What follows belongs to an exercise in optimizing a design on an open flow for small area, a short achievable clock period and few clock cycles per item; a production flow would make more cautious choices.
Only simulation tests tie the RTL to the original design; equivalence was not proved.

File: design/flow/flow/run.sh
#!/bin/bash
# The standard layout, with two changes in how it is made:
#  - repair_timing aims for 66.5 ns of setup slack at the design's 85 ns clock
#    (the SDC is unchanged), so the resizer works on the real critical paths;
#  - ports are buffered with buf_4 instead of the slow default delay buffer.
set -euo pipefail
bash standard.sh SETUP_SLACK_MARGIN=66.5 "BUFFER_PORTS_ARGS=-buffer_cell sky130_fd_sc_hd__buf_4" finish > standard_flow.log 2>&1
File: design/flow/standard.sh
#!/bin/bash
# synth_recipe.tcl (not shown) runs the flow's synth.tcl, then flattens the netlist and writes it again
# the make line also repeats each setting of config.mk as NAME=value (left out here)
make -C /OpenROAD-flow-scripts/flow DESIGN_CONFIG=/design/flow/config.mk WORK_HOME=/design/flow/orfs CLKGATE_MAP_FILE= SYNTH_SCRIPT=/design/flow/synth_recipe.tcl "${@:-finish}"
File: design/flow/config.mk
export PLATFORM = sky130hd
export DESIGN_NAME = top
export DESIGN_NICKNAME = top
export VERILOG_FILES = /design/flow/design.v
export SDC_FILE = /design/flow/constraint.sdc
export NUM_CORES = 4
export LEC_CHECK = 0
export ABC_AREA = 1
export CAP_MARGIN = 20
export CORE_MARGIN = 2
export CORE_UTILIZATION = 40
export SLEW_MARGIN = 20
export SYNTH_HIERARCHICAL = 1
File: design/flow/constraint.sdc
create_clock -name core_clock -period 85.0 [get_ports {clk}]
set_input_delay 17.0000 -clock core_clock [delete_from_list [all_inputs] [get_ports {clk}]]
set_output_delay 17.0000 -clock core_clock [all_outputs]
set_load 0.01 [all_outputs]
File: design/flow/design.v
module top(input [31:0] p,q,
           output [31:0] gcd,y,
           output done,
           input clk,start);
  reg [31:0] u, v, x, w;
  reg        d;
  assign gcd  = u;
  assign y    = x;
  assign done = d;
  wire [31:0] uv = u | v;
  wire [31:0] below;
  assign below[0] = 1'b0;
  genvar i;
  generate for (i = 1; i < 32; i = i + 1) begin : g_pre
    assign below[i] = below[i-1] | uv[i-1];
  end endgenerate
  wire [31:0] m0 = uv & ~below;
  wire [31:0] m1 = {m0[30:0], 1'b0};
  wire [31:0] m2 = {m1[30:0], 1'b0};
  wire s0_pu = |(u & m0);
  wire s0_pv = |(v & m0);
  wire [31:0] s0_nu = ~u;
  wire [31:0] s0_c_g = v & s0_nu;
  wire [31:0] s0_c_p = v ^ s0_nu;
  wire s0_c_n1g = s0_c_g[1] | (s0_c_p[1] & s0_c_g[0]);
  wire s0_c_n1p = s0_c_p[1] & s0_c_p[0];
  wire s0_c_n2g = s0_c_g[3] | (s0_c_p[3] & s0_c_g[2]);
  wire s0_c_n2p = s0_c_p[3] & s0_c_p[2];
  wire s0_c_n3g = s0_c_g[5] | (s0_c_p[5] & s0_c_g[4]);
  wire s0_c_n3p = s0_c_p[5] & s0_c_p[4];
  wire s0_c_n4g = s0_c_g[7] | (s0_c_p[7] & s0_c_g[6]);
  wire s0_c_n4p = s0_c_p[7] & s0_c_p[6];
  wire s0_c_n5g = s0_c_g[9] | (s0_c_p[9] & s0_c_g[8]);
  wire s0_c_n5p = s0_c_p[9] & s0_c_p[8];
  wire s0_c_n6g = s0_c_g[11] | (s0_c_p[11] & s0_c_g[10]);
  wire s0_c_n6p = s0_c_p[11] & s0_c_p[10];
  wire s0_c_n7g = s0_c_g[13] | (s0_c_p[13] & s0_c_g[12]);
  wire s0_c_n7p = s0_c_p[13] & s0_c_p[12];
  wire s0_c_n8g = s0_c_g[15] | (s0_c_p[15] & s0_c_g[14]);
  wire s0_c_n8p = s0_c_p[15] & s0_c_p[14];
  wire s0_c_n9g = s0_c_g[17] | (s0_c_p[17] & s0_c_g[16]);
  wire s0_c_n9p = s0_c_p[17] & s0_c_p[16];
  wire s0_c_n10g = s0_c_g[19] | (s0_c_p[19] & s0_c_g[18]);
  wire s0_c_n10p = s0_c_p[19] & s0_c_p[18];
  wire s0_c_n11g = s0_c_g[21] | (s0_c_p[21] & s0_c_g[20]);
  wire s0_c_n11p = s0_c_p[21] & s0_c_p[20];
  wire s0_c_n12g = s0_c_g[23] | (s0_c_p[23] & s0_c_g[22]);
  wire s0_c_n12p = s0_c_p[23] & s0_c_p[22];
  wire s0_c_n13g = s0_c_g[25] | (s0_c_p[25] & s0_c_g[24]);
  wire s0_c_n13p = s0_c_p[25] & s0_c_p[24];
  wire s0_c_n14g = s0_c_g[27] | (s0_c_p[27] & s0_c_g[26]);
  wire s0_c_n14p = s0_c_p[27] & s0_c_p[26];
  wire s0_c_n15g = s0_c_g[29] | (s0_c_p[29] & s0_c_g[28]);
  wire s0_c_n15p = s0_c_p[29] & s0_c_p[28];
  wire s0_c_n16g = s0_c_g[31] | (s0_c_p[31] & s0_c_g[30]);
  wire s0_c_n16p = s0_c_p[31] & s0_c_p[30];
  wire s0_c_n17g = s0_c_n2g | (s0_c_n2p & s0_c_n1g);
  wire s0_c_n17p = s0_c_n2p & s0_c_n1p;
  wire s0_c_n18g = s0_c_n4g | (s0_c_n4p & s0_c_n3g);
  wire s0_c_n18p = s0_c_n4p & s0_c_n3p;
  wire s0_c_n19g = s0_c_n6g | (s0_c_n6p & s0_c_n5g);
  wire s0_c_n19p = s0_c_n6p & s0_c_n5p;
  wire s0_c_n20g = s0_c_n8g | (s0_c_n8p & s0_c_n7g);
  wire s0_c_n20p = s0_c_n8p & s0_c_n7p;
  wire s0_c_n21g = s0_c_n10g | (s0_c_n10p & s0_c_n9g);
  wire s0_c_n21p = s0_c_n10p & s0_c_n9p;
  wire s0_c_n22g = s0_c_n12g | (s0_c_n12p & s0_c_n11g);
  wire s0_c_n22p = s0_c_n12p & s0_c_n11p;
  wire s0_c_n23g = s0_c_n14g | (s0_c_n14p & s0_c_n13g);
  wire s0_c_n23p = s0_c_n14p & s0_c_n13p;
  wire s0_c_n24g = s0_c_n16g | (s0_c_n16p & s0_c_n15g);
  wire s0_c_n24p = s0_c_n16p & s0_c_n15p;
  wire s0_c_n25g = s0_c_n18g | (s0_c_n18p & s0_c_n17g);
  wire s0_c_n25p = s0_c_n18p & s0_c_n17p;
  wire s0_c_n26g = s0_c_n20g | (s0_c_n20p & s0_c_n19g);
  wire s0_c_n26p = s0_c_n20p & s0_c_n19p;
  wire s0_c_n27g = s0_c_n22g | (s0_c_n22p & s0_c_n21g);
  wire s0_c_n27p = s0_c_n22p & s0_c_n21p;
  wire s0_c_n28g = s0_c_n24g | (s0_c_n24p & s0_c_n23g);
  wire s0_c_n28p = s0_c_n24p & s0_c_n23p;
  wire s0_c_n29g = s0_c_n26g | (s0_c_n26p & s0_c_n25g);
  wire s0_c_n29p = s0_c_n26p & s0_c_n25p;
  wire s0_c_n30g = s0_c_n28g | (s0_c_n28p & s0_c_n27g);
  wire s0_c_n30p = s0_c_n28p & s0_c_n27p;
  wire s0_c_n31g = s0_c_n30g | (s0_c_n30p & s0_c_n29g);
  wire s0_c_n31p = s0_c_n30p & s0_c_n29p;
  wire s0_c_n32g = s0_c_n27g | (s0_c_n27p & s0_c_n29g);
  wire s0_c_n32p = s0_c_n27p & s0_c_n29p;
  wire s0_c_n33g = s0_c_n19g | (s0_c_n19p & s0_c_n25g);
  wire s0_c_n33p = s0_c_n19p & s0_c_n25p;
  wire s0_c_n34g = s0_c_n21g | (s0_c_n21p & s0_c_n29g);
  wire s0_c_n34p = s0_c_n21p & s0_c_n29p;
  wire s0_c_n35g = s0_c_n23g | (s0_c_n23p & s0_c_n32g);
  wire s0_c_n35p = s0_c_n23p & s0_c_n32p;
  wire s0_c_n36g = s0_c_n3g | (s0_c_n3p & s0_c_n17g);
  wire s0_c_n36p = s0_c_n3p & s0_c_n17p;
  wire s0_c_n37g = s0_c_n5g | (s0_c_n5p & s0_c_n25g);
  wire s0_c_n37p = s0_c_n5p & s0_c_n25p;
  wire s0_c_n38g = s0_c_n7g | (s0_c_n7p & s0_c_n33g);
  wire s0_c_n38p = s0_c_n7p & s0_c_n33p;
  wire s0_c_n39g = s0_c_n9g | (s0_c_n9p & s0_c_n29g);
  wire s0_c_n39p = s0_c_n9p & s0_c_n29p;
  wire s0_c_n40g = s0_c_n11g | (s0_c_n11p & s0_c_n34g);
  wire s0_c_n40p = s0_c_n11p & s0_c_n34p;
  wire s0_c_n41g = s0_c_n13g | (s0_c_n13p & s0_c_n32g);
  wire s0_c_n41p = s0_c_n13p & s0_c_n32p;
  wire s0_c_n42g = s0_c_n15g | (s0_c_n15p & s0_c_n35g);
  wire s0_c_n42p = s0_c_n15p & s0_c_n35p;
  wire s0_c_n43g = s0_c_g[2] | (s0_c_p[2] & s0_c_n1g);
  wire s0_c_n43p = s0_c_p[2] & s0_c_n1p;
  wire s0_c_n44g = s0_c_g[4] | (s0_c_p[4] & s0_c_n17g);
  wire s0_c_n44p = s0_c_p[4] & s0_c_n17p;
  wire s0_c_n45g = s0_c_g[6] | (s0_c_p[6] & s0_c_n36g);
  wire s0_c_n45p = s0_c_p[6] & s0_c_n36p;
  wire s0_c_n46g = s0_c_g[8] | (s0_c_p[8] & s0_c_n25g);
  wire s0_c_n46p = s0_c_p[8] & s0_c_n25p;
  wire s0_c_n47g = s0_c_g[10] | (s0_c_p[10] & s0_c_n37g);
  wire s0_c_n47p = s0_c_p[10] & s0_c_n37p;
  wire s0_c_n48g = s0_c_g[12] | (s0_c_p[12] & s0_c_n33g);
  wire s0_c_n48p = s0_c_p[12] & s0_c_n33p;
  wire s0_c_n49g = s0_c_g[14] | (s0_c_p[14] & s0_c_n38g);
  wire s0_c_n49p = s0_c_p[14] & s0_c_n38p;
  wire s0_c_n50g = s0_c_g[16] | (s0_c_p[16] & s0_c_n29g);
  wire s0_c_n50p = s0_c_p[16] & s0_c_n29p;
  wire s0_c_n51g = s0_c_g[18] | (s0_c_p[18] & s0_c_n39g);
  wire s0_c_n51p = s0_c_p[18] & s0_c_n39p;
  wire s0_c_n52g = s0_c_g[20] | (s0_c_p[20] & s0_c_n34g);
  wire s0_c_n52p = s0_c_p[20] & s0_c_n34p;
  wire s0_c_n53g = s0_c_g[22] | (s0_c_p[22] & s0_c_n40g);
  wire s0_c_n53p = s0_c_p[22] & s0_c_n40p;
  wire s0_c_n54g = s0_c_g[24] | (s0_c_p[24] & s0_c_n32g);
  wire s0_c_n54p = s0_c_p[24] & s0_c_n32p;
  wire s0_c_n55g = s0_c_g[26] | (s0_c_p[26] & s0_c_n41g);
  wire s0_c_n55p = s0_c_p[26] & s0_c_n41p;
  wire s0_c_n56g = s0_c_g[28] | (s0_c_p[28] & s0_c_n35g);
  wire s0_c_n56p = s0_c_p[28] & s0_c_n35p;
  wire s0_c_n57g = s0_c_g[30] | (s0_c_p[30] & s0_c_n42g);
  wire s0_c_n57p = s0_c_p[30] & s0_c_n42p;
  wire [31:0] s0_c_G = {s0_c_n31g, s0_c_n57g, s0_c_n42g, s0_c_n56g, s0_c_n35g, s0_c_n55g, s0_c_n41g, s0_c_n54g, s0_c_n32g, s0_c_n53g, s0_c_n40g, s0_c_n52g, s0_c_n34g, s0_c_n51g, s0_c_n39g, s0_c_n50g, s0_c_n29g, s0_c_n49g, s0_c_n38g, s0_c_n48g, s0_c_n33g, s0_c_n47g, s0_c_n37g, s0_c_n46g, s0_c_n25g, s0_c_n45g, s0_c_n36g, s0_c_n44g, s0_c_n17g, s0_c_n43g, s0_c_n1g, s0_c_g[0]};
  wire [31:0] s0_c_P = {s0_c_n31p, s0_c_n57p, s0_c_n42p, s0_c_n56p, s0_c_n35p, s0_c_n55p, s0_c_n41p, s0_c_n54p, s0_c_n32p, s0_c_n53p, s0_c_n40p, s0_c_n52p, s0_c_n34p, s0_c_n51p, s0_c_n39p, s0_c_n50p, s0_c_n29p, s0_c_n49p, s0_c_n38p, s0_c_n48p, s0_c_n33p, s0_c_n47p, s0_c_n37p, s0_c_n46p, s0_c_n25p, s0_c_n45p, s0_c_n36p, s0_c_n44p, s0_c_n17p, s0_c_n43p, s0_c_n1p, s0_c_p[0]};
  wire s0_ge = s0_c_G[31] | s0_c_P[31];   
  wire [31:0] s0_c0 = {s0_c_G[30:0], 1'b0};
  wire [31:0] s0_c1 = {s0_c_G[30:0] | s0_c_P[30:0], 1'b1};
  wire [31:0] s0_dd = s0_c_p ^ (s0_ge ? s0_c1 : ~s0_c0);   
  wire s0_sw = s0_pv & ~s0_ge;
  wire [31:0] s0_wa = w & {32{s0_pv}};
  wire [31:0] s0_a_g = x & s0_wa;
  wire [31:0] s0_a_p = x ^ s0_wa;
  wire s0_a_n1g = s0_a_g[1] | (s0_a_p[1] & s0_a_g[0]);
  wire s0_a_n1p = s0_a_p[1] & s0_a_p[0];
  wire s0_a_n2g = s0_a_g[3] | (s0_a_p[3] & s0_a_g[2]);
  wire s0_a_n2p = s0_a_p[3] & s0_a_p[2];
  wire s0_a_n3g = s0_a_g[5] | (s0_a_p[5] & s0_a_g[4]);
  wire s0_a_n3p = s0_a_p[5] & s0_a_p[4];
  wire s0_a_n4g = s0_a_g[7] | (s0_a_p[7] & s0_a_g[6]);
  wire s0_a_n4p = s0_a_p[7] & s0_a_p[6];
  wire s0_a_n5g = s0_a_g[9] | (s0_a_p[9] & s0_a_g[8]);
  wire s0_a_n5p = s0_a_p[9] & s0_a_p[8];
  wire s0_a_n6g = s0_a_g[11] | (s0_a_p[11] & s0_a_g[10]);
  wire s0_a_n6p = s0_a_p[11] & s0_a_p[10];
  wire s0_a_n7g = s0_a_g[13] | (s0_a_p[13] & s0_a_g[12]);
  wire s0_a_n7p = s0_a_p[13] & s0_a_p[12];
  wire s0_a_n8g = s0_a_g[15] | (s0_a_p[15] & s0_a_g[14]);
  wire s0_a_n8p = s0_a_p[15] & s0_a_p[14];
  wire s0_a_n9g = s0_a_g[17] | (s0_a_p[17] & s0_a_g[16]);
  wire s0_a_n9p = s0_a_p[17] & s0_a_p[16];
  wire s0_a_n10g = s0_a_g[19] | (s0_a_p[19] & s0_a_g[18]);
  wire s0_a_n10p = s0_a_p[19] & s0_a_p[18];
  wire s0_a_n11g = s0_a_g[21] | (s0_a_p[21] & s0_a_g[20]);
  wire s0_a_n11p = s0_a_p[21] & s0_a_p[20];
  wire s0_a_n12g = s0_a_g[23] | (s0_a_p[23] & s0_a_g[22]);
  wire s0_a_n12p = s0_a_p[23] & s0_a_p[22];
  wire s0_a_n13g = s0_a_g[25] | (s0_a_p[25] & s0_a_g[24]);
  wire s0_a_n13p = s0_a_p[25] & s0_a_p[24];
  wire s0_a_n14g = s0_a_g[27] | (s0_a_p[27] & s0_a_g[26]);
  wire s0_a_n14p = s0_a_p[27] & s0_a_p[26];
  wire s0_a_n15g = s0_a_g[29] | (s0_a_p[29] & s0_a_g[28]);
  wire s0_a_n15p = s0_a_p[29] & s0_a_p[28];
  wire s0_a_n16g = s0_a_g[31] | (s0_a_p[31] & s0_a_g[30]);
  wire s0_a_n16p = s0_a_p[31] & s0_a_p[30];
  wire s0_a_n17g = s0_a_n2g | (s0_a_n2p & s0_a_n1g);
  wire s0_a_n17p = s0_a_n2p & s0_a_n1p;
  wire s0_a_n18g = s0_a_n4g | (s0_a_n4p & s0_a_n3g);
  wire s0_a_n18p = s0_a_n4p & s0_a_n3p;
  wire s0_a_n19g = s0_a_n6g | (s0_a_n6p & s0_a_n5g);
  wire s0_a_n19p = s0_a_n6p & s0_a_n5p;
  wire s0_a_n20g = s0_a_n8g | (s0_a_n8p & s0_a_n7g);
  wire s0_a_n20p = s0_a_n8p & s0_a_n7p;
  wire s0_a_n21g = s0_a_n10g | (s0_a_n10p & s0_a_n9g);
  wire s0_a_n21p = s0_a_n10p & s0_a_n9p;
  wire s0_a_n22g = s0_a_n12g | (s0_a_n12p & s0_a_n11g);
  wire s0_a_n22p = s0_a_n12p & s0_a_n11p;
  wire s0_a_n23g = s0_a_n14g | (s0_a_n14p & s0_a_n13g);
  wire s0_a_n23p = s0_a_n14p & s0_a_n13p;
  wire s0_a_n24g = s0_a_n16g | (s0_a_n16p & s0_a_n15g);
  wire s0_a_n24p = s0_a_n16p & s0_a_n15p;
  wire s0_a_n25g = s0_a_n18g | (s0_a_n18p & s0_a_n17g);
  wire s0_a_n25p = s0_a_n18p & s0_a_n17p;
  wire s0_a_n26g = s0_a_n20g | (s0_a_n20p & s0_a_n19g);
  wire s0_a_n26p = s0_a_n20p & s0_a_n19p;
  wire s0_a_n27g = s0_a_n22g | (s0_a_n22p & s0_a_n21g);
  wire s0_a_n27p = s0_a_n22p & s0_a_n21p;
  wire s0_a_n28g = s0_a_n24g | (s0_a_n24p & s0_a_n23g);
  wire s0_a_n28p = s0_a_n24p & s0_a_n23p;
  wire s0_a_n29g = s0_a_n26g | (s0_a_n26p & s0_a_n25g);
  wire s0_a_n29p = s0_a_n26p & s0_a_n25p;
  wire s0_a_n30g = s0_a_n28g | (s0_a_n28p & s0_a_n27g);
  wire s0_a_n30p = s0_a_n28p & s0_a_n27p;
  wire s0_a_n31g = s0_a_n30g | (s0_a_n30p & s0_a_n29g);
  wire s0_a_n31p = s0_a_n30p & s0_a_n29p;
  wire s0_a_n32g = s0_a_n27g | (s0_a_n27p & s0_a_n29g);
  wire s0_a_n32p = s0_a_n27p & s0_a_n29p;
  wire s0_a_n33g = s0_a_n19g | (s0_a_n19p & s0_a_n25g);
  wire s0_a_n33p = s0_a_n19p & s0_a_n25p;
  wire s0_a_n34g = s0_a_n21g | (s0_a_n21p & s0_a_n29g);
  wire s0_a_n34p = s0_a_n21p & s0_a_n29p;
  wire s0_a_n35g = s0_a_n23g | (s0_a_n23p & s0_a_n32g);
  wire s0_a_n35p = s0_a_n23p & s0_a_n32p;
  wire s0_a_n36g = s0_a_n3g | (s0_a_n3p & s0_a_n17g);
  wire s0_a_n36p = s0_a_n3p & s0_a_n17p;
  wire s0_a_n37g = s0_a_n5g | (s0_a_n5p & s0_a_n25g);
  wire s0_a_n37p = s0_a_n5p & s0_a_n25p;
  wire s0_a_n38g = s0_a_n7g | (s0_a_n7p & s0_a_n33g);
  wire s0_a_n38p = s0_a_n7p & s0_a_n33p;
  wire s0_a_n39g = s0_a_n9g | (s0_a_n9p & s0_a_n29g);
  wire s0_a_n39p = s0_a_n9p & s0_a_n29p;
  wire s0_a_n40g = s0_a_n11g | (s0_a_n11p & s0_a_n34g);
  wire s0_a_n40p = s0_a_n11p & s0_a_n34p;
  wire s0_a_n41g = s0_a_n13g | (s0_a_n13p & s0_a_n32g);
  wire s0_a_n41p = s0_a_n13p & s0_a_n32p;
  wire s0_a_n42g = s0_a_n15g | (s0_a_n15p & s0_a_n35g);
  wire s0_a_n42p = s0_a_n15p & s0_a_n35p;
  wire s0_a_n43g = s0_a_g[2] | (s0_a_p[2] & s0_a_n1g);
  wire s0_a_n43p = s0_a_p[2] & s0_a_n1p;
  wire s0_a_n44g = s0_a_g[4] | (s0_a_p[4] & s0_a_n17g);
  wire s0_a_n44p = s0_a_p[4] & s0_a_n17p;
  wire s0_a_n45g = s0_a_g[6] | (s0_a_p[6] & s0_a_n36g);
  wire s0_a_n45p = s0_a_p[6] & s0_a_n36p;
  wire s0_a_n46g = s0_a_g[8] | (s0_a_p[8] & s0_a_n25g);
  wire s0_a_n46p = s0_a_p[8] & s0_a_n25p;
  wire s0_a_n47g = s0_a_g[10] | (s0_a_p[10] & s0_a_n37g);
  wire s0_a_n47p = s0_a_p[10] & s0_a_n37p;
  wire s0_a_n48g = s0_a_g[12] | (s0_a_p[12] & s0_a_n33g);
  wire s0_a_n48p = s0_a_p[12] & s0_a_n33p;
  wire s0_a_n49g = s0_a_g[14] | (s0_a_p[14] & s0_a_n38g);
  wire s0_a_n49p = s0_a_p[14] & s0_a_n38p;
  wire s0_a_n50g = s0_a_g[16] | (s0_a_p[16] & s0_a_n29g);
  wire s0_a_n50p = s0_a_p[16] & s0_a_n29p;
  wire s0_a_n51g = s0_a_g[18] | (s0_a_p[18] & s0_a_n39g);
  wire s0_a_n51p = s0_a_p[18] & s0_a_n39p;
  wire s0_a_n52g = s0_a_g[20] | (s0_a_p[20] & s0_a_n34g);
  wire s0_a_n52p = s0_a_p[20] & s0_a_n34p;
  wire s0_a_n53g = s0_a_g[22] | (s0_a_p[22] & s0_a_n40g);
  wire s0_a_n53p = s0_a_p[22] & s0_a_n40p;
  wire s0_a_n54g = s0_a_g[24] | (s0_a_p[24] & s0_a_n32g);
  wire s0_a_n54p = s0_a_p[24] & s0_a_n32p;
  wire s0_a_n55g = s0_a_g[26] | (s0_a_p[26] & s0_a_n41g);
  wire s0_a_n55p = s0_a_p[26] & s0_a_n41p;
  wire s0_a_n56g = s0_a_g[28] | (s0_a_p[28] & s0_a_n35g);
  wire s0_a_n56p = s0_a_p[28] & s0_a_n35p;
  wire s0_a_n57g = s0_a_g[30] | (s0_a_p[30] & s0_a_n42g);
  wire s0_a_n57p = s0_a_p[30] & s0_a_n42p;
  wire [31:0] s0_a_G = {s0_a_n31g, s0_a_n57g, s0_a_n42g, s0_a_n56g, s0_a_n35g, s0_a_n55g, s0_a_n41g, s0_a_n54g, s0_a_n32g, s0_a_n53g, s0_a_n40g, s0_a_n52g, s0_a_n34g, s0_a_n51g, s0_a_n39g, s0_a_n50g, s0_a_n29g, s0_a_n49g, s0_a_n38g, s0_a_n48g, s0_a_n33g, s0_a_n47g, s0_a_n37g, s0_a_n46g, s0_a_n25g, s0_a_n45g, s0_a_n36g, s0_a_n44g, s0_a_n17g, s0_a_n43g, s0_a_n1g, s0_a_g[0]};
  wire [31:0] s0_xs = s0_a_p ^ {s0_a_G[30:0], 1'b0};
  wire [31:0] s0_un = !s0_pu ? v : s0_sw ? v : u;
  wire [31:0] s0_vn = !s0_pu ? u : s0_pv ? s0_dd : v;
  wire [31:0] s0_xn = !s0_pu ? w : s0_xs;
  wire [31:0] s0_wn = !s0_pu ? x : s0_sw ? x : w;
  wire s0_h1 = ~|(s0_vn & m1);
  wire s0_h2 = ~|(s0_vn & m2);
  reg [31:0] s0_vh, s0_wh;
  always @* begin
    s0_vh = {1'b0, s0_vn[31:1]}; s0_wh = {s0_wn[30:0], 1'b0};
    if (s0_h1) begin s0_vh = {2'b0, s0_vn[31:2]}; s0_wh = {s0_wn[29:0], 2'b0}; end
    if (s0_h1 & s0_h2) begin s0_vh = {3'b0, s0_vn[31:3]}; s0_wh = {s0_wn[28:0], 3'b0}; end
  end
  wire [31:0] u1 = s0_un;
  wire [31:0] v1 = s0_vh;
  wire [31:0] w1 = s0_wh;
  wire [31:0] x1 = s0_xn;
  wire s1_pu = |(u1 & m0);
  wire s1_pv = |(v1 & m0);
  wire [31:0] s1_nu = ~u1;
  wire [31:0] s1_c_g = v1 & s1_nu;
  wire [31:0] s1_c_p = v1 ^ s1_nu;
  wire s1_c_n1g = s1_c_g[1] | (s1_c_p[1] & s1_c_g[0]);
  wire s1_c_n1p = s1_c_p[1] & s1_c_p[0];
  wire s1_c_n2g = s1_c_g[3] | (s1_c_p[3] & s1_c_g[2]);
  wire s1_c_n2p = s1_c_p[3] & s1_c_p[2];
  wire s1_c_n3g = s1_c_g[5] | (s1_c_p[5] & s1_c_g[4]);
  wire s1_c_n3p = s1_c_p[5] & s1_c_p[4];
  wire s1_c_n4g = s1_c_g[7] | (s1_c_p[7] & s1_c_g[6]);
  wire s1_c_n4p = s1_c_p[7] & s1_c_p[6];
  wire s1_c_n5g = s1_c_g[9] | (s1_c_p[9] & s1_c_g[8]);
  wire s1_c_n5p = s1_c_p[9] & s1_c_p[8];
  wire s1_c_n6g = s1_c_g[11] | (s1_c_p[11] & s1_c_g[10]);
  wire s1_c_n6p = s1_c_p[11] & s1_c_p[10];
  wire s1_c_n7g = s1_c_g[13] | (s1_c_p[13] & s1_c_g[12]);
  wire s1_c_n7p = s1_c_p[13] & s1_c_p[12];
  wire s1_c_n8g = s1_c_g[15] | (s1_c_p[15] & s1_c_g[14]);
  wire s1_c_n8p = s1_c_p[15] & s1_c_p[14];
  wire s1_c_n9g = s1_c_g[17] | (s1_c_p[17] & s1_c_g[16]);
  wire s1_c_n9p = s1_c_p[17] & s1_c_p[16];
  wire s1_c_n10g = s1_c_g[19] | (s1_c_p[19] & s1_c_g[18]);
  wire s1_c_n10p = s1_c_p[19] & s1_c_p[18];
  wire s1_c_n11g = s1_c_g[21] | (s1_c_p[21] & s1_c_g[20]);
  wire s1_c_n11p = s1_c_p[21] & s1_c_p[20];
  wire s1_c_n12g = s1_c_g[23] | (s1_c_p[23] & s1_c_g[22]);
  wire s1_c_n12p = s1_c_p[23] & s1_c_p[22];
  wire s1_c_n13g = s1_c_g[25] | (s1_c_p[25] & s1_c_g[24]);
  wire s1_c_n13p = s1_c_p[25] & s1_c_p[24];
  wire s1_c_n14g = s1_c_g[27] | (s1_c_p[27] & s1_c_g[26]);
  wire s1_c_n14p = s1_c_p[27] & s1_c_p[26];
  wire s1_c_n15g = s1_c_g[29] | (s1_c_p[29] & s1_c_g[28]);
  wire s1_c_n15p = s1_c_p[29] & s1_c_p[28];
  wire s1_c_n16g = s1_c_g[31] | (s1_c_p[31] & s1_c_g[30]);
  wire s1_c_n16p = s1_c_p[31] & s1_c_p[30];
  wire s1_c_n17g = s1_c_n2g | (s1_c_n2p & s1_c_n1g);
  wire s1_c_n17p = s1_c_n2p & s1_c_n1p;
  wire s1_c_n18g = s1_c_n4g | (s1_c_n4p & s1_c_n3g);
  wire s1_c_n18p = s1_c_n4p & s1_c_n3p;
  wire s1_c_n19g = s1_c_n6g | (s1_c_n6p & s1_c_n5g);
  wire s1_c_n19p = s1_c_n6p & s1_c_n5p;
  wire s1_c_n20g = s1_c_n8g | (s1_c_n8p & s1_c_n7g);
  wire s1_c_n20p = s1_c_n8p & s1_c_n7p;
  wire s1_c_n21g = s1_c_n10g | (s1_c_n10p & s1_c_n9g);
  wire s1_c_n21p = s1_c_n10p & s1_c_n9p;
  wire s1_c_n22g = s1_c_n12g | (s1_c_n12p & s1_c_n11g);
  wire s1_c_n22p = s1_c_n12p & s1_c_n11p;
  wire s1_c_n23g = s1_c_n14g | (s1_c_n14p & s1_c_n13g);
  wire s1_c_n23p = s1_c_n14p & s1_c_n13p;
  wire s1_c_n24g = s1_c_n16g | (s1_c_n16p & s1_c_n15g);
  wire s1_c_n24p = s1_c_n16p & s1_c_n15p;
  wire s1_c_n25g = s1_c_n18g | (s1_c_n18p & s1_c_n17g);
  wire s1_c_n25p = s1_c_n18p & s1_c_n17p;
  wire s1_c_n26g = s1_c_n20g | (s1_c_n20p & s1_c_n19g);
  wire s1_c_n26p = s1_c_n20p & s1_c_n19p;
  wire s1_c_n27g = s1_c_n22g | (s1_c_n22p & s1_c_n21g);
  wire s1_c_n27p = s1_c_n22p & s1_c_n21p;
  wire s1_c_n28g = s1_c_n24g | (s1_c_n24p & s1_c_n23g);
  wire s1_c_n28p = s1_c_n24p & s1_c_n23p;
  wire s1_c_n29g = s1_c_n26g | (s1_c_n26p & s1_c_n25g);
  wire s1_c_n29p = s1_c_n26p & s1_c_n25p;
  wire s1_c_n30g = s1_c_n28g | (s1_c_n28p & s1_c_n27g);
  wire s1_c_n30p = s1_c_n28p & s1_c_n27p;
  wire s1_c_n31g = s1_c_n30g | (s1_c_n30p & s1_c_n29g);
  wire s1_c_n31p = s1_c_n30p & s1_c_n29p;
  wire s1_c_n32g = s1_c_n27g | (s1_c_n27p & s1_c_n29g);
  wire s1_c_n32p = s1_c_n27p & s1_c_n29p;
  wire s1_c_n33g = s1_c_n19g | (s1_c_n19p & s1_c_n25g);
  wire s1_c_n33p = s1_c_n19p & s1_c_n25p;
  wire s1_c_n34g = s1_c_n21g | (s1_c_n21p & s1_c_n29g);
  wire s1_c_n34p = s1_c_n21p & s1_c_n29p;
  wire s1_c_n35g = s1_c_n23g | (s1_c_n23p & s1_c_n32g);
  wire s1_c_n35p = s1_c_n23p & s1_c_n32p;
  wire s1_c_n36g = s1_c_n3g | (s1_c_n3p & s1_c_n17g);
  wire s1_c_n36p = s1_c_n3p & s1_c_n17p;
  wire s1_c_n37g = s1_c_n5g | (s1_c_n5p & s1_c_n25g);
  wire s1_c_n37p = s1_c_n5p & s1_c_n25p;
  wire s1_c_n38g = s1_c_n7g | (s1_c_n7p & s1_c_n33g);
  wire s1_c_n38p = s1_c_n7p & s1_c_n33p;
  wire s1_c_n39g = s1_c_n9g | (s1_c_n9p & s1_c_n29g);
  wire s1_c_n39p = s1_c_n9p & s1_c_n29p;
  wire s1_c_n40g = s1_c_n11g | (s1_c_n11p & s1_c_n34g);
  wire s1_c_n40p = s1_c_n11p & s1_c_n34p;
  wire s1_c_n41g = s1_c_n13g | (s1_c_n13p & s1_c_n32g);
  wire s1_c_n41p = s1_c_n13p & s1_c_n32p;
  wire s1_c_n42g = s1_c_n15g | (s1_c_n15p & s1_c_n35g);
  wire s1_c_n42p = s1_c_n15p & s1_c_n35p;
  wire s1_c_n43g = s1_c_g[2] | (s1_c_p[2] & s1_c_n1g);
  wire s1_c_n43p = s1_c_p[2] & s1_c_n1p;
  wire s1_c_n44g = s1_c_g[4] | (s1_c_p[4] & s1_c_n17g);
  wire s1_c_n44p = s1_c_p[4] & s1_c_n17p;
  wire s1_c_n45g = s1_c_g[6] | (s1_c_p[6] & s1_c_n36g);
  wire s1_c_n45p = s1_c_p[6] & s1_c_n36p;
  wire s1_c_n46g = s1_c_g[8] | (s1_c_p[8] & s1_c_n25g);
  wire s1_c_n46p = s1_c_p[8] & s1_c_n25p;
  wire s1_c_n47g = s1_c_g[10] | (s1_c_p[10] & s1_c_n37g);
  wire s1_c_n47p = s1_c_p[10] & s1_c_n37p;
  wire s1_c_n48g = s1_c_g[12] | (s1_c_p[12] & s1_c_n33g);
  wire s1_c_n48p = s1_c_p[12] & s1_c_n33p;
  wire s1_c_n49g = s1_c_g[14] | (s1_c_p[14] & s1_c_n38g);
  wire s1_c_n49p = s1_c_p[14] & s1_c_n38p;
  wire s1_c_n50g = s1_c_g[16] | (s1_c_p[16] & s1_c_n29g);
  wire s1_c_n50p = s1_c_p[16] & s1_c_n29p;
  wire s1_c_n51g = s1_c_g[18] | (s1_c_p[18] & s1_c_n39g);
  wire s1_c_n51p = s1_c_p[18] & s1_c_n39p;
  wire s1_c_n52g = s1_c_g[20] | (s1_c_p[20] & s1_c_n34g);
  wire s1_c_n52p = s1_c_p[20] & s1_c_n34p;
  wire s1_c_n53g = s1_c_g[22] | (s1_c_p[22] & s1_c_n40g);
  wire s1_c_n53p = s1_c_p[22] & s1_c_n40p;
  wire s1_c_n54g = s1_c_g[24] | (s1_c_p[24] & s1_c_n32g);
  wire s1_c_n54p = s1_c_p[24] & s1_c_n32p;
  wire s1_c_n55g = s1_c_g[26] | (s1_c_p[26] & s1_c_n41g);
  wire s1_c_n55p = s1_c_p[26] & s1_c_n41p;
  wire s1_c_n56g = s1_c_g[28] | (s1_c_p[28] & s1_c_n35g);
  wire s1_c_n56p = s1_c_p[28] & s1_c_n35p;
  wire s1_c_n57g = s1_c_g[30] | (s1_c_p[30] & s1_c_n42g);
  wire s1_c_n57p = s1_c_p[30] & s1_c_n42p;
  wire [31:0] s1_c_G = {s1_c_n31g, s1_c_n57g, s1_c_n42g, s1_c_n56g, s1_c_n35g, s1_c_n55g, s1_c_n41g, s1_c_n54g, s1_c_n32g, s1_c_n53g, s1_c_n40g, s1_c_n52g, s1_c_n34g, s1_c_n51g, s1_c_n39g, s1_c_n50g, s1_c_n29g, s1_c_n49g, s1_c_n38g, s1_c_n48g, s1_c_n33g, s1_c_n47g, s1_c_n37g, s1_c_n46g, s1_c_n25g, s1_c_n45g, s1_c_n36g, s1_c_n44g, s1_c_n17g, s1_c_n43g, s1_c_n1g, s1_c_g[0]};
  wire [31:0] s1_c_P = {s1_c_n31p, s1_c_n57p, s1_c_n42p, s1_c_n56p, s1_c_n35p, s1_c_n55p, s1_c_n41p, s1_c_n54p, s1_c_n32p, s1_c_n53p, s1_c_n40p, s1_c_n52p, s1_c_n34p, s1_c_n51p, s1_c_n39p, s1_c_n50p, s1_c_n29p, s1_c_n49p, s1_c_n38p, s1_c_n48p, s1_c_n33p, s1_c_n47p, s1_c_n37p, s1_c_n46p, s1_c_n25p, s1_c_n45p, s1_c_n36p, s1_c_n44p, s1_c_n17p, s1_c_n43p, s1_c_n1p, s1_c_p[0]};
  wire s1_ge = s1_c_G[31] | s1_c_P[31];   
  wire [31:0] s1_c0 = {s1_c_G[30:0], 1'b0};
  wire [31:0] s1_c1 = {s1_c_G[30:0] | s1_c_P[30:0], 1'b1};
  wire [31:0] s1_dd = s1_c_p ^ (s1_ge ? s1_c1 : ~s1_c0);   
  wire s1_sw = s1_pv & ~s1_ge;
  wire [31:0] s1_wa = w1 & {32{s1_pv}};
  wire [31:0] s1_a_g = x1 & s1_wa;
  wire [31:0] s1_a_p = x1 ^ s1_wa;
  wire s1_a_n1g = s1_a_g[1] | (s1_a_p[1] & s1_a_g[0]);
  wire s1_a_n1p = s1_a_p[1] & s1_a_p[0];
  wire s1_a_n2g = s1_a_g[3] | (s1_a_p[3] & s1_a_g[2]);
  wire s1_a_n2p = s1_a_p[3] & s1_a_p[2];
  wire s1_a_n3g = s1_a_g[5] | (s1_a_p[5] & s1_a_g[4]);
  wire s1_a_n3p = s1_a_p[5] & s1_a_p[4];
  wire s1_a_n4g = s1_a_g[7] | (s1_a_p[7] & s1_a_g[6]);
  wire s1_a_n4p = s1_a_p[7] & s1_a_p[6];
  wire s1_a_n5g = s1_a_g[9] | (s1_a_p[9] & s1_a_g[8]);
  wire s1_a_n5p = s1_a_p[9] & s1_a_p[8];
  wire s1_a_n6g = s1_a_g[11] | (s1_a_p[11] & s1_a_g[10]);
  wire s1_a_n6p = s1_a_p[11] & s1_a_p[10];
  wire s1_a_n7g = s1_a_g[13] | (s1_a_p[13] & s1_a_g[12]);
  wire s1_a_n7p = s1_a_p[13] & s1_a_p[12];
  wire s1_a_n8g = s1_a_g[15] | (s1_a_p[15] & s1_a_g[14]);
  wire s1_a_n8p = s1_a_p[15] & s1_a_p[14];
  wire s1_a_n9g = s1_a_g[17] | (s1_a_p[17] & s1_a_g[16]);
  wire s1_a_n9p = s1_a_p[17] & s1_a_p[16];
  wire s1_a_n10g = s1_a_g[19] | (s1_a_p[19] & s1_a_g[18]);
  wire s1_a_n10p = s1_a_p[19] & s1_a_p[18];
  wire s1_a_n11g = s1_a_g[21] | (s1_a_p[21] & s1_a_g[20]);
  wire s1_a_n11p = s1_a_p[21] & s1_a_p[20];
  wire s1_a_n12g = s1_a_g[23] | (s1_a_p[23] & s1_a_g[22]);
  wire s1_a_n12p = s1_a_p[23] & s1_a_p[22];
  wire s1_a_n13g = s1_a_g[25] | (s1_a_p[25] & s1_a_g[24]);
  wire s1_a_n13p = s1_a_p[25] & s1_a_p[24];
  wire s1_a_n14g = s1_a_g[27] | (s1_a_p[27] & s1_a_g[26]);
  wire s1_a_n14p = s1_a_p[27] & s1_a_p[26];
  wire s1_a_n15g = s1_a_g[29] | (s1_a_p[29] & s1_a_g[28]);
  wire s1_a_n15p = s1_a_p[29] & s1_a_p[28];
  wire s1_a_n16g = s1_a_g[31] | (s1_a_p[31] & s1_a_g[30]);
  wire s1_a_n16p = s1_a_p[31] & s1_a_p[30];
  wire s1_a_n17g = s1_a_n2g | (s1_a_n2p & s1_a_n1g);
  wire s1_a_n17p = s1_a_n2p & s1_a_n1p;
  wire s1_a_n18g = s1_a_n4g | (s1_a_n4p & s1_a_n3g);
  wire s1_a_n18p = s1_a_n4p & s1_a_n3p;
  wire s1_a_n19g = s1_a_n6g | (s1_a_n6p & s1_a_n5g);
  wire s1_a_n19p = s1_a_n6p & s1_a_n5p;
  wire s1_a_n20g = s1_a_n8g | (s1_a_n8p & s1_a_n7g);
  wire s1_a_n20p = s1_a_n8p & s1_a_n7p;
  wire s1_a_n21g = s1_a_n10g | (s1_a_n10p & s1_a_n9g);
  wire s1_a_n21p = s1_a_n10p & s1_a_n9p;
  wire s1_a_n22g = s1_a_n12g | (s1_a_n12p & s1_a_n11g);
  wire s1_a_n22p = s1_a_n12p & s1_a_n11p;
  wire s1_a_n23g = s1_a_n14g | (s1_a_n14p & s1_a_n13g);
  wire s1_a_n23p = s1_a_n14p & s1_a_n13p;
  wire s1_a_n24g = s1_a_n16g | (s1_a_n16p & s1_a_n15g);
  wire s1_a_n24p = s1_a_n16p & s1_a_n15p;
  wire s1_a_n25g = s1_a_n18g | (s1_a_n18p & s1_a_n17g);
  wire s1_a_n25p = s1_a_n18p & s1_a_n17p;
  wire s1_a_n26g = s1_a_n20g | (s1_a_n20p & s1_a_n19g);
  wire s1_a_n26p = s1_a_n20p & s1_a_n19p;
  wire s1_a_n27g = s1_a_n22g | (s1_a_n22p & s1_a_n21g);
  wire s1_a_n27p = s1_a_n22p & s1_a_n21p;
  wire s1_a_n28g = s1_a_n24g | (s1_a_n24p & s1_a_n23g);
  wire s1_a_n28p = s1_a_n24p & s1_a_n23p;
  wire s1_a_n29g = s1_a_n26g | (s1_a_n26p & s1_a_n25g);
  wire s1_a_n29p = s1_a_n26p & s1_a_n25p;
  wire s1_a_n30g = s1_a_n28g | (s1_a_n28p & s1_a_n27g);
  wire s1_a_n30p = s1_a_n28p & s1_a_n27p;
  wire s1_a_n31g = s1_a_n30g | (s1_a_n30p & s1_a_n29g);
  wire s1_a_n31p = s1_a_n30p & s1_a_n29p;
  wire s1_a_n32g = s1_a_n27g | (s1_a_n27p & s1_a_n29g);
  wire s1_a_n32p = s1_a_n27p & s1_a_n29p;
  wire s1_a_n33g = s1_a_n19g | (s1_a_n19p & s1_a_n25g);
  wire s1_a_n33p = s1_a_n19p & s1_a_n25p;
  wire s1_a_n34g = s1_a_n21g | (s1_a_n21p & s1_a_n29g);
  wire s1_a_n34p = s1_a_n21p & s1_a_n29p;
  wire s1_a_n35g = s1_a_n23g | (s1_a_n23p & s1_a_n32g);
  wire s1_a_n35p = s1_a_n23p & s1_a_n32p;
  wire s1_a_n36g = s1_a_n3g | (s1_a_n3p & s1_a_n17g);
  wire s1_a_n36p = s1_a_n3p & s1_a_n17p;
  wire s1_a_n37g = s1_a_n5g | (s1_a_n5p & s1_a_n25g);
  wire s1_a_n37p = s1_a_n5p & s1_a_n25p;
  wire s1_a_n38g = s1_a_n7g | (s1_a_n7p & s1_a_n33g);
  wire s1_a_n38p = s1_a_n7p & s1_a_n33p;
  wire s1_a_n39g = s1_a_n9g | (s1_a_n9p & s1_a_n29g);
  wire s1_a_n39p = s1_a_n9p & s1_a_n29p;
  wire s1_a_n40g = s1_a_n11g | (s1_a_n11p & s1_a_n34g);
  wire s1_a_n40p = s1_a_n11p & s1_a_n34p;
  wire s1_a_n41g = s1_a_n13g | (s1_a_n13p & s1_a_n32g);
  wire s1_a_n41p = s1_a_n13p & s1_a_n32p;
  wire s1_a_n42g = s1_a_n15g | (s1_a_n15p & s1_a_n35g);
  wire s1_a_n42p = s1_a_n15p & s1_a_n35p;
  wire s1_a_n43g = s1_a_g[2] | (s1_a_p[2] & s1_a_n1g);
  wire s1_a_n43p = s1_a_p[2] & s1_a_n1p;
  wire s1_a_n44g = s1_a_g[4] | (s1_a_p[4] & s1_a_n17g);
  wire s1_a_n44p = s1_a_p[4] & s1_a_n17p;
  wire s1_a_n45g = s1_a_g[6] | (s1_a_p[6] & s1_a_n36g);
  wire s1_a_n45p = s1_a_p[6] & s1_a_n36p;
  wire s1_a_n46g = s1_a_g[8] | (s1_a_p[8] & s1_a_n25g);
  wire s1_a_n46p = s1_a_p[8] & s1_a_n25p;
  wire s1_a_n47g = s1_a_g[10] | (s1_a_p[10] & s1_a_n37g);
  wire s1_a_n47p = s1_a_p[10] & s1_a_n37p;
  wire s1_a_n48g = s1_a_g[12] | (s1_a_p[12] & s1_a_n33g);
  wire s1_a_n48p = s1_a_p[12] & s1_a_n33p;
  wire s1_a_n49g = s1_a_g[14] | (s1_a_p[14] & s1_a_n38g);
  wire s1_a_n49p = s1_a_p[14] & s1_a_n38p;
  wire s1_a_n50g = s1_a_g[16] | (s1_a_p[16] & s1_a_n29g);
  wire s1_a_n50p = s1_a_p[16] & s1_a_n29p;
  wire s1_a_n51g = s1_a_g[18] | (s1_a_p[18] & s1_a_n39g);
  wire s1_a_n51p = s1_a_p[18] & s1_a_n39p;
  wire s1_a_n52g = s1_a_g[20] | (s1_a_p[20] & s1_a_n34g);
  wire s1_a_n52p = s1_a_p[20] & s1_a_n34p;
  wire s1_a_n53g = s1_a_g[22] | (s1_a_p[22] & s1_a_n40g);
  wire s1_a_n53p = s1_a_p[22] & s1_a_n40p;
  wire s1_a_n54g = s1_a_g[24] | (s1_a_p[24] & s1_a_n32g);
  wire s1_a_n54p = s1_a_p[24] & s1_a_n32p;
  wire s1_a_n55g = s1_a_g[26] | (s1_a_p[26] & s1_a_n41g);
  wire s1_a_n55p = s1_a_p[26] & s1_a_n41p;
  wire s1_a_n56g = s1_a_g[28] | (s1_a_p[28] & s1_a_n35g);
  wire s1_a_n56p = s1_a_p[28] & s1_a_n35p;
  wire s1_a_n57g = s1_a_g[30] | (s1_a_p[30] & s1_a_n42g);
  wire s1_a_n57p = s1_a_p[30] & s1_a_n42p;
  wire [31:0] s1_a_G = {s1_a_n31g, s1_a_n57g, s1_a_n42g, s1_a_n56g, s1_a_n35g, s1_a_n55g, s1_a_n41g, s1_a_n54g, s1_a_n32g, s1_a_n53g, s1_a_n40g, s1_a_n52g, s1_a_n34g, s1_a_n51g, s1_a_n39g, s1_a_n50g, s1_a_n29g, s1_a_n49g, s1_a_n38g, s1_a_n48g, s1_a_n33g, s1_a_n47g, s1_a_n37g, s1_a_n46g, s1_a_n25g, s1_a_n45g, s1_a_n36g, s1_a_n44g, s1_a_n17g, s1_a_n43g, s1_a_n1g, s1_a_g[0]};
  wire [31:0] s1_xs = s1_a_p ^ {s1_a_G[30:0], 1'b0};
  wire [31:0] s1_un = s1_sw ? v1 : u1;
  wire [31:0] s1_vn = s1_pv ? s1_dd : v1;
  wire [31:0] s1_xn = s1_xs;
  wire [31:0] s1_wn = s1_sw ? x1 : w1;
  wire s1_h1 = ~|(s1_vn & m1);
  wire s1_h2 = ~|(s1_vn & m2);
  reg [31:0] s1_vh, s1_wh;
  always @* begin
    s1_vh = {1'b0, s1_vn[31:1]}; s1_wh = {s1_wn[30:0], 1'b0};
    if (s1_h1) begin s1_vh = {2'b0, s1_vn[31:2]}; s1_wh = {s1_wn[29:0], 2'b0}; end
    if (s1_h1 & s1_h2) begin s1_vh = {3'b0, s1_vn[31:3]}; s1_wh = {s1_wn[28:0], 3'b0}; end
  end
  wire [31:0] nu_f = s1_un;
  wire [31:0] nv_f = s1_vh;
  wire [31:0] nw_f = s1_wh;
  wire [31:0] nx_f = s1_xn;
  wire [31:0] pm1, qm1;
  dec32 dec_p (.a(p), .y(pm1));
  dec32 dec_q (.a(q), .y(qm1));
  wire fin = (v1 == 32'd0) | (v1 == u1);
  always @(posedge clk) begin
    if (start) begin
      u <= pm1;
      v <= qm1;
      x <= qm1;
      w <= 32'd0;
    end else begin
      u <= nu_f;
      v <= nv_f;
      x <= nx_f;
      w <= nw_f;
    end
    d <= !start & fin;
  end
endmodule
module dec32(input [31:0] a, output [31:0] y);
  wire [31:0] z;   
  assign z[0] = 1'b1;
  genvar i;
  generate for (i = 1; i < 32; i = i + 1) begin : g_z
    assign z[i] = ~|a[i-1:0];
  end endgenerate
  assign y = a ^ z;
endmodule
==> Flow_metrics.wiki, run 1 <==
{| class="wikitable"
! Metric !! Value
|-
| Setup repair after global routing missed its margin || false
|-
| Number of cells produced by synthesis || 3683
|-
| First-pass GRT wire length || 124000 um
|-
| Shortest period the worst path allows || 18.19 ns
|-
| Synth Register Bits || 128
|-
| Crit path buffers/inverters || 2
|-
| Setup TNS Final || 0 ns
|-
| Kind of cell adding the most delay to the critical path || simple AND/OR/NAND/NOR gates
|-
| Nets || 3978
|-
| Type of element launching the critical path || primary input
|-
| Non-Filler Cell Area, Final || 22500 sq um
|-
| Headroom to the max-slew limit || 34.8%
|-
| Die boundary width || 231 um
|-
| Non-filler cells in the finished layout || 4403
|-
| Slowest stage cell, crit path || sky130_fd_sc_hd__nor2_4
|-
| Share of the yosys chip area belonging to registers || 12.4%
|-
| Critical path capture point type || flip-flop
|-
| Cell types with the largest area share after synthesis || sky130_fd_sc_hd__nand2_1 (20%), sky130_fd_sc_hd__dfxtp_1 (12%), sky130_fd_sc_hd__ha_1 (10%), sky130_fd_sc_hd__nand3_1 (9.8%), sky130_fd_sc_hd__inv_1 (8.9%)
|-
| Total instance count after detailed placement || 4369
|-
| Cell Area, Synth || 20600 sq um
|-
| Average via count per standard cell || 5.38
|-
| Count of final max-slew check failures || 0
|-
| Pin count of the biggest net entering global routing || 90
|-
| Aggregate global-route resource usage || 29.9%
|-
| Number of buffers between clock root and the deepest sink || 2
|-
| Util after Layout || 44.0%
|-
| Initial DRC Count || 2292
|-
| Final Cycle Share || 21.4%
|-
| DIE AREA || 53400 sq um
|-
| Clock sink count || 128
|-
| Startpoint-to-endpoint class of the critical path || in -> reg
|-
| Synth cell types || 58
|-
| Clk pin slew, worst setup/hold paths || 0.06 ns
|-
| Input/output buffers || 130
|-
| Final routed wire length divided by cell count || 18.1 um
|-
| Number of global-route vias before repair || 21400
|-
| Critical path's largest stage delay || 0.29 ns
|-
| Synthesized area per cell || 5.60 sq um
|-
| Peak clock frequency supported by timing || 55.0 MHz
|-
| Synth top area share || 20.1%
|-
| Number of optimization iterations in the first detailed-route pass || 7
|-
| Slew @ Worst Pin || 0.970 ns
|-
| Via Count || 23700
|-
| Area taken by multi-input logic gates || 15400 sq um
|-
| Number of antenna repair diodes || 0
|-
| Outcome || complete, no violations
|-
| Async set or reset register ratio after synthesis || 0%
|-
| Starting utilization of the core area || 40.3%
|-
| Synthesis-to-finish area growth || 9.27%
|-
| Critical Path, Cell by Cell || buf_4, nor2_1, nand2_1, nor2_4, nand2_4, inv_6, ha_1, xor2_1, nand2_1, o21ai_0
|-
| Core area || 51200 sq um
|-
| Largest fanout on the critical path || 15
|-
| Number of buffers created by CTS || 17
|-
| Clock tree from TritonCTS || yes
|-
| Class of the most critical hold timing path || reg -> reg
|-
| Hold Fails Final Rpt || 0
|-
| Warnings from Yosys || 7
|-
| Rows || 83
|-
| Antenna violations before repair || 0
|-
| GP Congestion || 0.989
|-
| Fraction of layout cells with a size suffix above 1 || 8.14%
|-
| Routed Wire Length || 79600 um
|-
| Clock latency at the later pin of the worst-skew pair || 0.50 ns
|-
| Worst setup skew after layout || 0.0171 ns
|-
| Remaining number of nets flagged by the antenna check after routing || 0
|-
| Cell taking the most area after synthesis || sky130_fd_sc_hd__nand2_1
|-
| Number of synthesized flops with an enable pin || 0
|-
| Data required, critical path || 85.41 ns
|-
| HPWL after detailed placement || 62800 um
|-
| Vertical die dimension || 231 um
|-
| Global route overflow || 0
|-
| Clock root buffer || sky130_fd_sc_hd__clkbuf_16
|-
| Remaining DRCs || 0
|-
| Arrival time at the worst endpoint || 18.60 ns
|-
| Setup violators final || 0
|-
| Syn Nets || 3951
|-
| Number of fill cells in the layout || 5720
|-
| Ports placed on the boundary || 131
|-
| Worst Hold Margin || 0.668 ns
|-
| CTS H-tree lvls || 4
|-
| Most frequent CP cell || sky130_fd_sc_hd__nand2_1
|-
| Register-to-register setup slack || 69.98 ns
|-
| Sequential cell area || 2560 sq um
|-
| Max-cap check violation count || 0
|-
| Flip-flop cell with the highest count after synthesis || sky130_fd_sc_hd__dfxtp_1
|-
| Total cell area at the placement stage || 21900 sq um
|}
==> cell usage after synthesis (14+ instances only) <==
library cell	instances
sky130_fd_sc_hd__a21oi_1	121
sky130_fd_sc_hd__buf_1	14
sky130_fd_sc_hd__buf_2	39
sky130_fd_sc_hd__clkbuf_1	75
sky130_fd_sc_hd__dfxtp_1	128
sky130_fd_sc_hd__fa_1	30
sky130_fd_sc_hd__ha_1	172
sky130_fd_sc_hd__inv_1	488
sky130_fd_sc_hd__inv_2	16
sky130_fd_sc_hd__nand2_1	1107
sky130_fd_sc_hd__nand2_2	22
sky130_fd_sc_hd__nand3_1	402
sky130_fd_sc_hd__nand3b_1	15
sky130_fd_sc_hd__nand4_1	66
sky130_fd_sc_hd__nor2_1	345
sky130_fd_sc_hd__nor2_2	16
sky130_fd_sc_hd__nor3_1	22
sky130_fd_sc_hd__o211ai_1	21
sky130_fd_sc_hd__o21ai_0	306
sky130_fd_sc_hd__o21ai_1	35
sky130_fd_sc_hd__or2_2	21
sky130_fd_sc_hd__xnor2_1	17
sky130_fd_sc_hd__xor2_1	65
==> registers in the layout, summed over array words and instances (netlist names) <==
signal  count
w          31
v          32
x          32
u          32
d           1
==> stage by stage <==
step	setup WS, ns
global route	66.65
global placement	66.15
CTS	66.63
finish	66.81
detailed placement	66.12
floorplan	66.75
==> worst paths after layout <==
path                                   start       endpoint  cells past startpoint
worst max register to register  u[0]$_DFF_P_  x[31]$_DFF_P_                     72
worst max-delay path                    q[8]  x[17]$_DFF_P_                     10
worst min-delay path            x[0]$_DFF_P_   x[0]$_DFF_P_                      2
worst min register to register  x[0]$_DFF_P_   x[0]$_DFF_P_                      2
==> cell type report <==
type,instances,area share (%)
Clock buffer,18,1.95
Tap cell,680,3.77
Timing Repair Buffer,158,5.32
Multi-Input combinational cell,2898,68.4
Clock inverter,14,0.677
Sequential cell,128,11.4
Inverter,507,8.50
==> layer usage <==
metal | up-vias | global-route usage (%) | part of all wire [%]
met5 | - | 0 | 0
met4 | 0 | 12.9 | 4.1
met3 | 144 | 4.24 | 7.0
met2 | 907 | 47.0 | 44
met1 | 10700 | 40.8 | 45
li1 | 11900 | - | -
==> kinds of logic (layout without fill, tap and decap cells) <==
family | Yosys count | after routing | synth area share [%]
compound gates | 547 | 547 | 14.4
mux | 2 | 2 | 0.0971
flops | 128 | 128 | 12.4
xor+xnor | 82 | 82 | 3.48
fa+ha+maj | 202 | 202 | 13.3
simple gates | 2065 | 2065 | 43.3
buf+inv | 657 | 697 | 13.0
==> per-module statistics from Yosys, one instance, submodules excluded <==
module | cells inside | flip-flops and latches
dec32 | 140 | 0
top | 3403 | 128
==> worst register-to-register path, delay by kind of cell, from the launching register on <==
| family | cells | cell delay, ns |
|---|---|---|
| AOI/OAI and AO/OA | 17 | 4.10 |
| xor gates and xnor gates | 2 | 0.30 |
| adders and majority gates | 3 | 0.96 |
| buffers and inverters | 10 | 3.01 |
| DFF | 1 | 0.45 |
| and+or+nand+nor | 40 | 6.07 |
==> cells in the final DEF (no fill, tap or decap), types with 30 or more instances in the layout <==
master,synthesis,final
sky130_fd_sc_hd__nand2_1,1107,1107
sky130_fd_sc_hd__inv_1,488,487
sky130_fd_sc_hd__nand3_1,402,402
sky130_fd_sc_hd__nor2_1,345,342
sky130_fd_sc_hd__o21ai_0,306,306
sky130_fd_sc_hd__ha_1,172,172
sky130_fd_sc_hd__buf_4,9,157
sky130_fd_sc_hd__dfxtp_1,128,128
sky130_fd_sc_hd__a21oi_1,121,121
sky130_fd_sc_hd__nand4_1,66,66
sky130_fd_sc_hd__xor2_1,65,65
sky130_fd_sc_hd__o21ai_1,35,35
sky130_fd_sc_hd__fa_1,30,30
==> repair_timing <==
item,4_1_cts,5_1_grt
buffers inserted,0,2
endpoints found under the hold margin,0,0
setup endpoints to repair,0,1
resized for setup,0,1
hold buffers,0,0
Testbench counts, summed over its fixed seeds: cycles 5,347, items 384.
==> inputs of run 2 (changes only) <==
==> design/flow/run.sh (new file) <==
#!/bin/bash
# synth_recipe.tcl (not shown) runs the flow's synth.tcl, then flattens the netlist and writes it again
# the make line also repeats each setting of config.mk as NAME=value (left out here)
make -C /OpenROAD-flow-scripts/flow DESIGN_CONFIG=/design/flow/config.mk WORK_HOME=/design/flow/orfs CLKGATE_MAP_FILE= SYNTH_SCRIPT=/design/flow/synth_recipe.tcl finish
removed: design/flow/flow/run.sh
removed: design/flow/standard.sh
==> run 2 against run 1 <==
  * Non-clock buffer count shrank 3
  * First-iteration DRC count grew 3.4%
  * Clock skew is essentially flat
  * Cell count is essentially flat
  * Wire length shrank 0.84%
  * Worst setup slack lost 0.42 ns
  * Register-to-register slack gained 0.09 ns
  * Critical path type is now reg -> out
==> Flow_metrics.wiki, run 2 <==
{| class="wikitable"
! Metric !! Value
|-
| Outcome || complete, no violations (unchanged)
|-
| Warnings from Yosys || 7 (unchanged)
|-
| Hold Fails Final Rpt || 0 (unchanged)
|-
| Kind of cell adding the most delay to the critical path || buffers and inverters (was simple AND/OR/NAND/NOR gates)
|-
| First-pass GRT wire length || 123000 um (was 124000 um)
|-
| Average via count per standard cell || 5.37 (was 5.38)
|-
| Post-place setup slack || 65.91 ns (was 66.12 ns)
|-
| Cell Area, Synth || 20600 sq um (unchanged)
|-
| Xor and xnor fraction of the mapped netlist area || 3.48% (unchanged)
|-
| Share of the yosys chip area belonging to registers || 12.4% (unchanged)
|-
| Headroom to the max-slew limit || 28.2% (was 34.8%)
|-
| Util after Layout || 44.7% (was 44.0%)
|-
| DIE AREA || 53400 sq um (unchanged)
|-
| Clk pin slew, worst setup/hold paths || 0.08 ns (was 0.06 ns)
|-
| Pin count of the biggest net entering global routing || 100 (was 90)
|-
| Core area || 51200 sq um (unchanged)
|-
| Remaining number of nets flagged by the antenna check after routing || 0 (unchanged)
|-
| Number of buffers created by CTS || 17 (unchanged)
|-
| HPWL after detailed placement || 62000 um (was 62800 um)
|-
| Final Cycle Share || 21.9% (was 21.4%)
|-
| Number of buffers between clock root and the deepest sink || 2 (unchanged)
|-
| Non-Filler Cell Area, Final || 22900 sq um (was 22500 sq um)
|-
| Synth top cells by count || sky130_fd_sc_hd__nand2_1 (1107), sky130_fd_sc_hd__inv_1 (488), sky130_fd_sc_hd__nand3_1 (402) (unchanged)
|-
| Crit path buffers/inverters || 1 (was 2)
|-
| Via Count || 23600 (was 23700)
|-
| Peak clock frequency supported by timing || 53.7 MHz (was 55.0 MHz)
|-
| Slowest stage cell, crit path || sky130_fd_sc_hd__clkdlybuf4s50_1 (was sky130_fd_sc_hd__nor2_4)
|-
| Clock latency at the later pin of the worst-skew pair || 0.51 ns (was 0.50 ns)
|-
| Wl on met1 || 35600 um (was 35900 um)
|-
| Final routed wire length divided by cell count || 17.9 um (was 18.1 um)
|-
| Antenna violations before repair || 0 (unchanged)
|-
| Synth top area share || 20.1% (unchanged)
|-
| Non-filler cells in the finished layout || 4400 (was 4403)
|-
| Fraction of the mapped netlist area in compound gates || 14.4% (unchanged)
|-
| Largest registers || u: 32 flops, v: 32 flops, x: 32 flops (unchanged)
|-
| Total instance count after detailed placement || 4368 (was 4369)
|-
| Worst Hold Margin || 0.647 ns (was 0.668 ns)
|-
| Cell types with the largest area share after synthesis || sky130_fd_sc_hd__nand2_1 (20%), sky130_fd_sc_hd__dfxtp_1 (12%), sky130_fd_sc_hd__ha_1 (10%), sky130_fd_sc_hd__nand3_1 (9.8%), sky130_fd_sc_hd__inv_1 (8.9%) (unchanged)
|-
| GP Congestion || 0.974 (was 0.989)
|-
| Setup TNS Final || 0 ns (unchanged)
|-
| Type of element launching the critical path || flip-flop (was primary input)
|-
| Flip-flop cell with the highest count after synthesis || sky130_fd_sc_hd__dfxtp_1 (unchanged)
|-
| Clock sink count || 128 (unchanged)
|-
| Count of final max-slew check failures || 0 (unchanged)
|-
| Rows || 83 (unchanged)
|-
| Nets || 3975 (was 3978)
|-
| Setup ws final || 66.39 ns (was 66.81 ns)
|-
| Remaining DRCs || 0 (unchanged)
|-
| Post-CTS setup buffer count || 0 (unchanged)
|-
| Data required, critical path || 68.00 ns (was 85.41 ns)
|-
| Arrival time at the worst endpoint || 1.61 ns (was 18.60 ns)
|-
| Input/output buffers || 130 (unchanged)
|-
| Main combinational cell family by area after synthesis || simple AND/OR/NAND/NOR gates (unchanged)
|-
| Synth cell types || 58 (unchanged)
|-
| Highest-count cells in the layout ignoring fill and taps || sky130_fd_sc_hd__nand2_1 (1107), sky130_fd_sc_hd__inv_1 (486), sky130_fd_sc_hd__nand3_1 (402) (was sky130_fd_sc_hd__nand2_1 (1107), sky130_fd_sc_hd__inv_1 (487), sky130_fd_sc_hd__nand3_1 (402))
|-
| Die boundary width || 231 um (unchanged)
|-
| Shortest period the worst path allows || 18.61 ns (was 18.19 ns)
|-
| Number of global-route vias before repair || 21600 (was 21400)
|-
| Simple-gate share of the synthesized area || 43.3% (unchanged)
|-
| Hold buffer count at CTS || 0 (unchanged)
|-
| Critical path's largest stage delay || 0.60 ns (was 0.29 ns)
|-
| Starting utilization of the core area || 40.3% (unchanged)
|-
| Slew @ Worst Pin || 1.08 ns (was 0.970 ns)
|-
| Number of optimization iterations in the first detailed-route pass || 7 (unchanged)
|-
| Setup violators final || 0 (unchanged)
|-
| Cell taking the most area after synthesis || sky130_fd_sc_hd__nand2_1 (unchanged)
|-
| Most common cell after layout, fill and taps aside || sky130_fd_sc_hd__nand2_1 (unchanged)
|-
| Synthesized area per cell || 5.60 sq um (unchanged)
|-
| Syn Nets || 3951 (unchanged)
|-
| Number of cells produced by synthesis || 3683 (unchanged)
|-
| Initial DRC Count || 2371 (was 2292)
|-
| Critical Path, Cell by Cell || clkdlybuf4s50_1 (was buf_4, nor2_1, nand2_1, nor2_4, nand2_4, inv_6, ha_1, xor2_1, nand2_1, o21ai_0)
|-
| Most repeated cell in the gate-level netlist after synthesis || sky130_fd_sc_hd__nand2_1 (unchanged)
|-
| Fraction of layout cells with a size suffix above 1 || 4.62% (was 8.14%)
|-
| Highest Signal Layer || met4 (unchanged)
|-
| Clock tree from TritonCTS || yes (unchanged)
|-
| Adder-cell share of the synthesized area || 13.3% (unchanged)
|-
| Worst setup skew after layout || 0.0169 ns (was 0.0171 ns)
|-
| Routed length on met2 || 34500 um (was 34900 um)
|-
| Max-cap check violation count || 0 (unchanged)
|-
| Register-to-register setup slack || 70.07 ns (was 69.98 ns)
|-
| Setup repair after global routing missed its margin || false (unchanged)
|-
| CTS H-tree lvls || 4 (unchanged)
|-
| Routed Wire Length || 79000 um (was 79600 um)
|-
| Class of the most critical hold timing path || reg -> reg (unchanged)
|-
| Number of antenna repair diodes || 0 (unchanged)
|-
| Number of instances resized during post-cts repair || 0 (unchanged)
|-
| Async set or reset register ratio after synthesis || 0% (unchanged)
|-
| Synthesis-to-finish area growth || 10.9% (was 9.27%)
|-
| Startpoint-to-endpoint class of the critical path || reg -> out (was in -> reg)
|-
| Total cell area at the placement stage || 22300 sq um (was 21900 sq um)
|-
| Routed wire length on met3 || 5310 um (was 5550 um)
|-
| Clock root buffer || sky130_fd_sc_hd__clkbuf_16 (unchanged)
|-
| Largest fanout on the critical path || 4 (was 15)
|-
| Critical path capture point type || output port (was flip-flop)
|-
| Number of synthesized flops with an enable pin || 0 (unchanged)
|-
| Aggregate global-route resource usage || 29.5% (was 29.9%)
|-
| Global route overflow || 0 (unchanged)
|-
| Synth Register Bits || 128 (unchanged)
|-
| Vertical die dimension || 231 um (unchanged)
|-
| Ports placed on the boundary || 131 (unchanged)
|-
| Share of synthesized area spent on multiplexers || 0.0970% (unchanged)
|}
run 2: per-module statistics from Yosys (local to each module, per instance):
module	times used	cells
dec32	2	140
top	1	3403
run 2: final timing paths:
path,start,end,cells past startpoint
max,x[2]$_DFF_P_,y[2],1
min,x[0]$_DFF_P_,x[0]$_DFF_P_,2
max reg2reg,u[0]$_DFF_P_,x[31]$_DFF_P_,68
min reg2reg,x[0]$_DFF_P_,x[0]$_DFF_P_,2
run 2: area by class of cell:
class / instances / area, sq um
fill: 5699 / 28300
multi-input combinational: 2898 / 15400
sequential: 128 / 2560
inverter: 507 / 1920
timing repair buffer: 155 / 1510
tap: 680 / 851
clock buffer: 18 / 429
clock inverter: 14 / 203
run 2: metal layers:
| metal | up-vias | global-route usage (%) |
|---|---|---|
| met2 | 869 | 47.1 |
| met5 | - | 0 |
| met1 | 10700 | 39.8 |
| met4 | 0 | 13.3 |
| met3 | 129 | 3.65 |
| li1 | 11900 | - |
run 2: logic make-up after synthesis:
kind of cell | Yosys count
simple gates | 2065
buf+inv | 657
compound gates | 547
fa+ha+maj | 202
flops | 128
xor+xnor | 82
mux | 2

port drivers added, routing unchanged:
The results above use ideal ports. As a check the final layouts listed here were re-extracted and re-timed, cells and wires unchanged. Step 1 sets driving cells, clkbuf_16 on the clock port and buf_2 on the other inputs (assumed; they add their load-dependent delay and slew). Step 2, shift: input delay + t, output delay - t, t = (earliest + latest rising clock arrival at the registers) / 2. This alone moves slack from input paths to output paths. Slacks: ideal ports / drivers / drivers and shift; pairs: ideal ports / drivers.
run | t, ns | slack for setup (ns) | latest minus earliest clock arrival (ns)
run 1 | 0.550 | 66.810 / 66.777 / 66.295 | 0.017 / 0.017
run 2 | 0.562 | 66.395 / 66.333 / 65.938 | 0.017 / 0.017
After both steps setup and hold are still met in every run listed. For run 1, which loses most, drivers alone change the setup slack by -0.033 ns; drivers and shift together by -0.515 ns.
